This design comes from an exercise in tuning for a short achievable clock period and few clock cycles on the open sky130 flow, not from production work. The RTL was checked by simulation tests, not by an equivalence proof against the original design.

==> lagoon: inputs <==
==> flow/design.v <==
module cpu(
    input clk,
    input nrst,
    output halt,
    output bit1_cp2,
    output bit2_cp3,
    output [2:0] io_address,
    output [7:0] dataout,
    input skip_flag,
    input clearacc,
    input [7:0] datain,
    output [11:0] address,
    output [11:0] write_data,
    output write_enable,
    output mem_load,
    input [11:0] read_data,
    input mem_ready
);
localparam S_FETCH = 3'd0;   
localparam S_PTR   = 3'd1;   
localparam S_OPRD  = 3'd2;   
localparam S_WRITE = 3'd3;   
localparam S_IOTF  = 3'd4;   
localparam S_HALT  = 3'd5;
localparam P_NONE = 2'd0;
localparam P_AND  = 2'd1;
localparam P_TAD  = 2'd2;
localparam P_OPR1 = 2'd3;
reg [2:0] st;
reg [1:0] pend;
reg [11:0] pc;
reg [11:0] ir;
reg [11:0] ac;
reg l;
reg [11:0] md;
reg sk;
reg [11:0] addr_r;
reg [11:0] wd_r;
reg we_r;
reg ml_r;
reg halt_r;
reg [2:0] io_r;
reg [7:0] dout_r;
reg b1_r, b2_r;
assign address = addr_r;
assign write_data = wd_r;
assign write_enable = we_r;
assign mem_load = ml_r;
assign halt = halt_r;
assign io_address = io_r;
assign dataout = dout_r;
assign bit1_cp2 = b1_r;
assign bit2_cp3 = b2_r;
reg [12:0] g1_s1, g1_s3, g1_out;
always @* begin
    g1_s1[11:0] = ir[7] ? 12'd0 : ac;
    g1_s1[12]   = ir[6] ? 1'b0 : l;
    if (ir[5]) g1_s1[11:0] = ~g1_s1[11:0];
    if (ir[4]) g1_s1[12] = ~g1_s1[12];
    g1_s3 = ir[0] ? g1_s1 + 13'd1 : g1_s1;
    case (ir[3:1])
        3'b100: g1_out = {g1_s3[0], g1_s3[12:1]};
        3'b101: g1_out = {g1_s3[1:0], g1_s3[12:2]};
        3'b010: g1_out = {g1_s3[11:0], g1_s3[12]};
        3'b011: g1_out = {g1_s3[10:0], g1_s3[12:11]};
        3'b001: g1_out = {g1_s3[12], g1_s3[5:0], g1_s3[11:6]};
        default: g1_out = g1_s3;
    endcase
end
reg [12:0] lac_cur;
always @* case (pend)
    P_AND:  lac_cur = {l, ac & md};
    P_TAD:  lac_cur = {l, ac} + {1'b0, md};
    P_OPR1: lac_cur = g1_out;
    default: lac_cur = {l, ac};
endcase
wire iotc = (st == S_IOTF);
wire [11:0] ac_iot = clearacc ? {4'b0000, datain} : (ac | {4'b0000, datain});
wire [12:0] lac_v = iotc ? {l, ac_iot} : lac_cur;
wire [11:0] ac_v = lac_v[11:0];
wire l_v = lac_v[12];
wire [11:0] pc1 = pc + 12'd1;
wire [11:0] pc2 = pc + 12'd2;
wire squash = iotc & ir[0] & skip_flag;
wire [11:0] I = read_data;
wire [2:0] op = I[11:9];
wire [11:0] ea = {I[7] ? pc[11:7] : 5'b00000, I[6:0]};
wire g2skip = ((I[6] & ac_v[11]) | (I[5] & (ac_v == 12'd0)) | (I[4] & l_v)) ^ I[3];
wire opr2 = (op == 3'd7) & I[8] & ~I[0];
always @(posedge clk) begin
    if (!nrst) begin
        st <= S_FETCH;
        pend <= P_NONE;
        pc <= 12'd0;
        ir <= 12'd0;
        ac <= 12'd0;
        l <= 1'b0;
        md <= 12'd0;
        sk <= 1'b0;
        addr_r <= 12'd0;
        wd_r <= 12'd0;
        we_r <= 1'b0;
        ml_r <= 1'b1;
        halt_r <= 1'b0;
        io_r <= 3'd0;
        dout_r <= 8'd0;
        b1_r <= 1'b0;
        b2_r <= 1'b0;
    end else begin
        {l, ac} <= lac_v;
        pend <= P_NONE;
        io_r <= 3'd0;
        case (st)
        S_FETCH, S_IOTF: begin
            if (squash || !mem_ready) begin
                st <= S_FETCH;
                if (squash) begin
                    addr_r <= pc1;
                    pc <= pc1;
                end
            end else begin
                ir <= I;
                case (op)
                3'd0, 3'd1, 3'd2: begin
                    addr_r <= ea;
                    st <= I[8] ? S_PTR : S_OPRD;
                end
                3'd3: begin
                    addr_r <= ea;
                    if (I[8])
                        st <= S_PTR;
                    else begin
                        st <= S_WRITE;
                        we_r <= 1'b1;
                        wd_r <= ac_v;
                        ac <= 12'd0;
                    end
                end
                3'd4: begin
                    addr_r <= ea;
                    if (I[8])
                        st <= S_PTR;
                    else begin
                        st <= S_WRITE;
                        we_r <= 1'b1;
                        wd_r <= pc1;
                    end
                end
                3'd5: begin
                    addr_r <= ea;
                    if (I[8])
                        st <= S_PTR;
                    else begin
                        st <= S_FETCH;
                        pc <= ea;
                    end
                end
                3'd6: begin
                    addr_r <= pc1;
                    pc <= pc1;
                    if (I[8:6] != 3'd0) begin
                        st <= S_IOTF;
                        io_r <= I[8:6];
                        b1_r <= I[1];
                        b2_r <= I[2];
                        dout_r <= ac_v[7:0];
                    end else
                        st <= S_FETCH;
                end
                default: begin
                    st <= S_FETCH;
                    if (!I[8]) begin
                        pend <= P_OPR1;
                        addr_r <= pc1;
                        pc <= pc1;
                    end else if (!I[0]) begin
                        addr_r <= g2skip ? pc2 : pc1;
                        pc <= g2skip ? pc2 : pc1;
                        if (I[7]) ac <= 12'd0;
                        if (I[1]) begin
                            st <= S_HALT;
                            halt_r <= 1'b1;
                            ml_r <= 1'b0;
                        end
                    end else begin
                        addr_r <= pc1;
                        pc <= pc1;
                    end
                end
                endcase
            end
        end
        S_PTR: if (mem_ready) begin
            addr_r <= read_data;
            case (ir[11:9])
            3'd3: begin
                st <= S_WRITE;
                we_r <= 1'b1;
                wd_r <= ac_v;
                ac <= 12'd0;
            end
            3'd4: begin
                st <= S_WRITE;
                we_r <= 1'b1;
                wd_r <= pc1;
            end
            3'd5: begin
                st <= S_FETCH;
                pc <= read_data;
            end
            default: st <= S_OPRD;
            endcase
        end
        S_OPRD: if (mem_ready) begin
            if (ir[10]) begin
                st <= S_WRITE;
                we_r <= 1'b1;
                wd_r <= read_data + 12'd1;
                sk <= &read_data;
            end else begin
                st <= S_FETCH;
                pend <= ir[9] ? P_TAD : P_AND;
                md <= read_data;
                addr_r <= pc1;
                pc <= pc1;
            end
        end
        S_WRITE: if (mem_ready) begin
            st <= S_FETCH;
            we_r <= 1'b0;
            if (ir[11]) begin
                addr_r <= addr_r + 12'd1;
                pc <= addr_r + 12'd1;
            end else if (ir[10:9] == 2'b10 && sk) begin
                addr_r <= pc2;
                pc <= pc2;
            end else begin
                addr_r <= pc1;
                pc <= pc1;
            end
        end
        default: begin
            ml_r <= 1'b0;
        end
        endcase
    end
end
endmodule
==> flow/run.sh <==
#!/bin/bash
# synth_recipe.tcl (not shown) runs the flow's synth.tcl, then flattens the netlist and writes it again
# the make line also repeats each setting of config.mk as NAME=value (left out here)
make -C /OpenROAD-flow-scripts/flow DESIGN_CONFIG=/design/flow/config.mk WORK_HOME=/design/flow/orfs CLKGATE_MAP_FILE= SYNTH_SCRIPT=/design/flow/synth_recipe.tcl finish
==> flow/config.mk <==
export PLATFORM = sky130hd
export DESIGN_NAME = cpu
export DESIGN_NICKNAME = cpu
export VERILOG_FILES = /design/flow/design.v
export SDC_FILE = /design/flow/constraint.sdc
export NUM_CORES = 4
export LEC_CHECK = 0
export CAP_MARGIN = 20
export CORE_MARGIN = 2
export CORE_UTILIZATION = 40
export SLEW_MARGIN = 20
==> flow/constraint.sdc <==
create_clock -name core_clock -period 6.5 [get_ports {clk}]
set_input_delay 1.3000 -clock core_clock [delete_from_list [all_inputs] [get_ports {clk}]]
set_output_delay 1.3000 -clock core_clock [all_outputs]
set_load 0.01 [all_outputs]
==> inputs of tundra, as changes to lagoon <==
--- a/flow/design.v
+++ b/flow/design.v
@@ -87,4 +87,32 @@
 wire [11:0] ea = {I[7] ? pc[11:7] : 5'b00000, I[6:0]};
-wire g2skip = ((I[6] & ac_v[11]) | (I[5] & (ac_v == 12'd0)) | (I[4] & l_v)) ^ I[3];
+wire [11:0] tad_x = ac ^ md;
+wire [11:0] tad_o = ac | md;
+wire tad_z = &(tad_x ~^ {tad_o[10:0], 1'b0});
+reg f_n, f_z, f_l;
+always @* begin
+    if (iotc) begin
+        f_n = ~clearacc & ac[11];
+        f_z = ~(|datain) & (clearacc | ~(|ac));
+        f_l = l;
+    end else case (pend)
+        P_AND: begin
+            f_n = ac[11] & md[11];
+            f_z = ~(|(ac & md));
+            f_l = l;
+        end
+        P_TAD: begin
+            f_n = lac_cur[11];
+            f_z = tad_z;
+            f_l = lac_cur[12];
+        end
+        default: begin
+            f_n = ac[11];
+            f_z = ~(|ac);
+            f_l = l;
+        end
+    endcase
+end
+wire g2skip = ((I[6] & f_n) | (I[5] & f_z) | (I[4] & f_l)) ^ I[3];
 wire opr2 = (op == 3'd7) & I[8] & ~I[0];
+wire opr_stall = (pend == P_OPR1) & opr2 & (I[6] | I[5] | I[4]);
 always @(posedge clk) begin
@@ -114,3 +142,3 @@
         S_FETCH, S_IOTF: begin
-            if (squash || !mem_ready) begin
+            if (squash || !mem_ready || opr_stall) begin
                 st <= S_FETCH;
- SETUP_SLACK_MARGIN: unset -> 4.0
- TNS_END_PERCENT: unset -> 100
==> inputs of harbor, as changes to lagoon <==
==> flow/design.v (replaced) <==
module cpu(
    input clk,
    input nrst,
    output halt,
    output bit1_cp2,
    output bit2_cp3,
    output [2:0] io_address,
    output [7:0] dataout,
    input skip_flag,
    input clearacc,
    input [7:0] datain,
    output [11:0] address,
    output [11:0] write_data,
    output write_enable,
    output mem_load,
    input [11:0] read_data,
    input mem_ready
);
localparam S_FETCH = 3'd0;   
localparam S_PTR   = 3'd1;   
localparam S_OPRD  = 3'd2;   
localparam S_WRITE = 3'd3;   
localparam S_IOTF  = 3'd4;   
localparam S_HALT  = 3'd5;
localparam P_NONE = 3'd0;
localparam P_AND  = 3'd1;
localparam P_TAD  = 3'd2;
localparam P_OPR1 = 3'd3;
localparam P_OPR2 = 3'd4;
localparam P_CLR  = 3'd5;
reg [2:0] st;
reg [2:0] pend;
reg [11:0] pc;
reg [11:0] ir;
reg [11:0] ac;
reg l;
reg [11:0] md;
reg sk;
reg [11:0] addr_r;
reg [11:0] wd_r;
reg we_r;
reg ml_r;
reg halt_r;
reg [2:0] io_r;
reg [7:0] dout_r;
reg b1_r, b2_r;
assign address = addr_r;
assign write_data = wd_r;
assign write_enable = we_r;
assign mem_load = ml_r;
assign halt = halt_r;
assign io_address = io_r;
assign dataout = dout_r;
assign bit1_cp2 = b1_r;
assign bit2_cp3 = b2_r;
reg [12:0] g1_s1, g1_s3, g1_out;
always @* begin
    g1_s1[11:0] = ir[7] ? 12'd0 : ac;
    g1_s1[12]   = ir[6] ? 1'b0 : l;
    if (ir[5]) g1_s1[11:0] = ~g1_s1[11:0];
    if (ir[4]) g1_s1[12] = ~g1_s1[12];
    g1_s3 = ir[0] ? g1_s1 + 13'd1 : g1_s1;
    case (ir[3:1])
        3'b100: g1_out = {g1_s3[0], g1_s3[12:1]};
        3'b101: g1_out = {g1_s3[1:0], g1_s3[12:2]};
        3'b010: g1_out = {g1_s3[11:0], g1_s3[12]};
        3'b011: g1_out = {g1_s3[10:0], g1_s3[12:11]};
        3'b001: g1_out = {g1_s3[12], g1_s3[5:0], g1_s3[11:6]};
        default: g1_out = g1_s3;
    endcase
end
reg [12:0] lac_cur;
always @* case (pend)
    P_AND:  lac_cur = {l, ac & md};
    P_TAD:  lac_cur = {l, ac} + {1'b0, md};
    P_OPR1: lac_cur = g1_out;
    P_OPR2: lac_cur = {l, ir[7] ? 12'd0 : ac};
    P_CLR:  lac_cur = {l, 12'd0};
    default: lac_cur = {l, ac};
endcase
wire iotc = (st == S_IOTF);
wire fetchc = (st == S_FETCH) | iotc;
wire [11:0] ac_iot = clearacc ? {4'b0000, datain} : (ac | {4'b0000, datain});
wire [12:0] lac_v = iotc ? {l, ac_iot} : lac_cur;
wire [11:0] ac_v = lac_v[11:0];
wire [11:0] pc1 = pc + 12'd1;
wire g2skip = ((ir[6] & ac[11]) | (ir[5] & ~(|ac)) | (ir[4] & l)) ^ ir[3];
wire squash = (iotc & ir[0] & skip_flag) | ((pend == P_OPR2) & g2skip);
wire [11:0] I = read_data;
wire [2:0] op = I[11:9];
wire [11:0] ea = {I[7] ? pc[11:7] : 5'b00000, I[6:0]};
wire take = fetchc & mem_ready & ~squash;
always @(posedge clk) begin
    if (!nrst) begin
        l <= 1'b0;
        ac <= 12'd0;
    end else
        {l, ac} <= lac_v;
end
always @(posedge clk) begin
    if (!nrst)
        ir <= 12'd0;
    else if (take)
        ir <= I;
end
always @(posedge clk)
    if (st == S_OPRD) begin
        md <= read_data;
        sk <= &read_data;
    end
always @(posedge clk) begin
    case (st)
    S_FETCH, S_IOTF: wd_r <= I[11] ? pc1 : ac_v;
    S_PTR:           wd_r <= ir[11] ? pc1 : ac_v;
    S_OPRD:          wd_r <= read_data + 12'd1;
    default: ;
    endcase
end
always @(posedge clk) begin
    if (fetchc) begin
        dout_r <= ac_v[7:0];
        b1_r <= I[1];
        b2_r <= I[2];
    end
end
always @(posedge clk) begin
    if (!nrst)
        io_r <= 3'd0;
    else if (take && op == 3'd6)
        io_r <= I[8:6];
    else
        io_r <= 3'd0;
end
always @(posedge clk) begin
    if (!nrst) begin
        addr_r <= 12'd0;
        pc <= 12'd0;
    end else case (st)
    S_FETCH, S_IOTF: begin
        if (squash) begin
            addr_r <= pc1;
            pc <= pc1;
        end else if (mem_ready) begin
            addr_r <= (I[11] & I[10]) ? pc1 : ea;
            if (I[11] & I[10])
                pc <= pc1;
            else if (op == 3'd5 && !I[8])
                pc <= ea;
        end
    end
    S_PTR: if (mem_ready) begin
        addr_r <= read_data;
        if (ir[11:9] == 3'd5)
            pc <= read_data;
    end
    S_OPRD: if (mem_ready && !ir[10]) begin
        addr_r <= pc1;
        pc <= pc1;
    end
    S_WRITE: if (mem_ready) begin
        if (ir[11]) begin
            addr_r <= addr_r + 12'd1;
            pc <= addr_r + 12'd1;
        end else if (ir[10:9] == 2'b10 && sk) begin
            addr_r <= pc + 12'd2;
            pc <= pc + 12'd2;
        end else begin
            addr_r <= pc1;
            pc <= pc1;
        end
    end
    default: ;
    endcase
end
always @(posedge clk) begin
    if (!nrst) begin
        st <= S_FETCH;
        pend <= P_NONE;
        we_r <= 1'b0;
        ml_r <= 1'b1;
        halt_r <= 1'b0;
    end else begin
        pend <= P_NONE;
        case (st)
        S_FETCH, S_IOTF: begin
            if (!take)
                st <= S_FETCH;
            else case (op)
            3'd0, 3'd1, 3'd2:
                st <= I[8] ? S_PTR : S_OPRD;
            3'd3: begin
                if (I[8])
                    st <= S_PTR;
                else begin
                    st <= S_WRITE;
                    we_r <= 1'b1;
                    pend <= P_CLR;
                end
            end
            3'd4: begin
                if (I[8])
                    st <= S_PTR;
                else begin
                    st <= S_WRITE;
                    we_r <= 1'b1;
                end
            end
            3'd5:
                st <= I[8] ? S_PTR : S_FETCH;
            3'd6:
                st <= (I[8:6] != 3'd0) ? S_IOTF : S_FETCH;
            default: begin
                st <= S_FETCH;
                if (!I[8])
                    pend <= P_OPR1;
                else if (!I[0]) begin
                    pend <= P_OPR2;
                    if (I[1]) begin
                        st <= S_HALT;
                        halt_r <= 1'b1;
                        ml_r <= 1'b0;
                    end
                end
            end
            endcase
        end
        S_PTR: if (mem_ready) begin
            case (ir[11:9])
            3'd3: begin
                st <= S_WRITE;
                we_r <= 1'b1;
                pend <= P_CLR;
            end
            3'd4: begin
                st <= S_WRITE;
                we_r <= 1'b1;
            end
            3'd5: st <= S_FETCH;
            default: st <= S_OPRD;
            endcase
        end
        S_OPRD: if (mem_ready) begin
            if (ir[10]) begin
                st <= S_WRITE;
                we_r <= 1'b1;
            end else begin
                st <= S_FETCH;
                pend <= ir[9] ? P_TAD : P_AND;
            end
        end
        S_WRITE: if (mem_ready) begin
            st <= S_FETCH;
            we_r <= 1'b0;
        end
        default: ml_r <= 1'b0;
        endcase
    end
end
endmodule
- SETUP_SLACK_MARGIN: unset -> 4.0
- TNS_END_PERCENT: unset -> 100
==> comparison <==
lagoon ran to the end with no violations. tundra finished clean. harbor completed with no timing, DRC or antenna violations. The highest worst hold slack belongs to harbor, the lowest to lagoon. The highest cell count belongs to tundra, the lowest to harbor. The highest synthesized area belongs to tundra, the lowest to harbor. The lowest clock skew belongs to harbor, the highest to tundra.
Testbench counts of lagoon, summed over its fixed seeds: cycles 131,574.
Testbench counts of tundra, summed over its fixed seeds: cycles 132,595.
Testbench counts of harbor, summed over its fixed seeds: cycles 135,783.

## afterwards: timing with drivers on the ports
How much do the figures lean on ideal ports? The routed layouts below were timed once more, with nothing changed but the port constraints.
Step 1 assumes that a clkbuf_16 drives the clock port and a buf_2 every other input.
Step 2 moves the port delays by t, midway between the first and last clock arrival at a register: inputs arrive t later, outputs are due t later. That takes back most of the time a late clock gives input paths.
Three values: ideal ports, drivers, drivers and shift; two values: the first two.
| run | t (ns) | setup slack, ns | latest minus earliest clock arrival (ns) | pins driven straight from the clock port |
|---|---|---|---|---|
| lagoon | 0.405 | 1.098 / 1.098 / 1.098 | 0.015 / 0.015 | 1 |
| tundra | 0.418 | 2.769 / 2.769 / 2.458 | 0.026 / 0.026 | 1 |
| harbor | 0.402 | 3.406 / 3.406 / 3.244 | 0.009 / 0.009 | 1 |
After both steps every run listed still meets setup and hold. For tundra, which loses most, drivers alone change the setup slack by 0.000 ns; drivers and shift together by -0.311 ns.
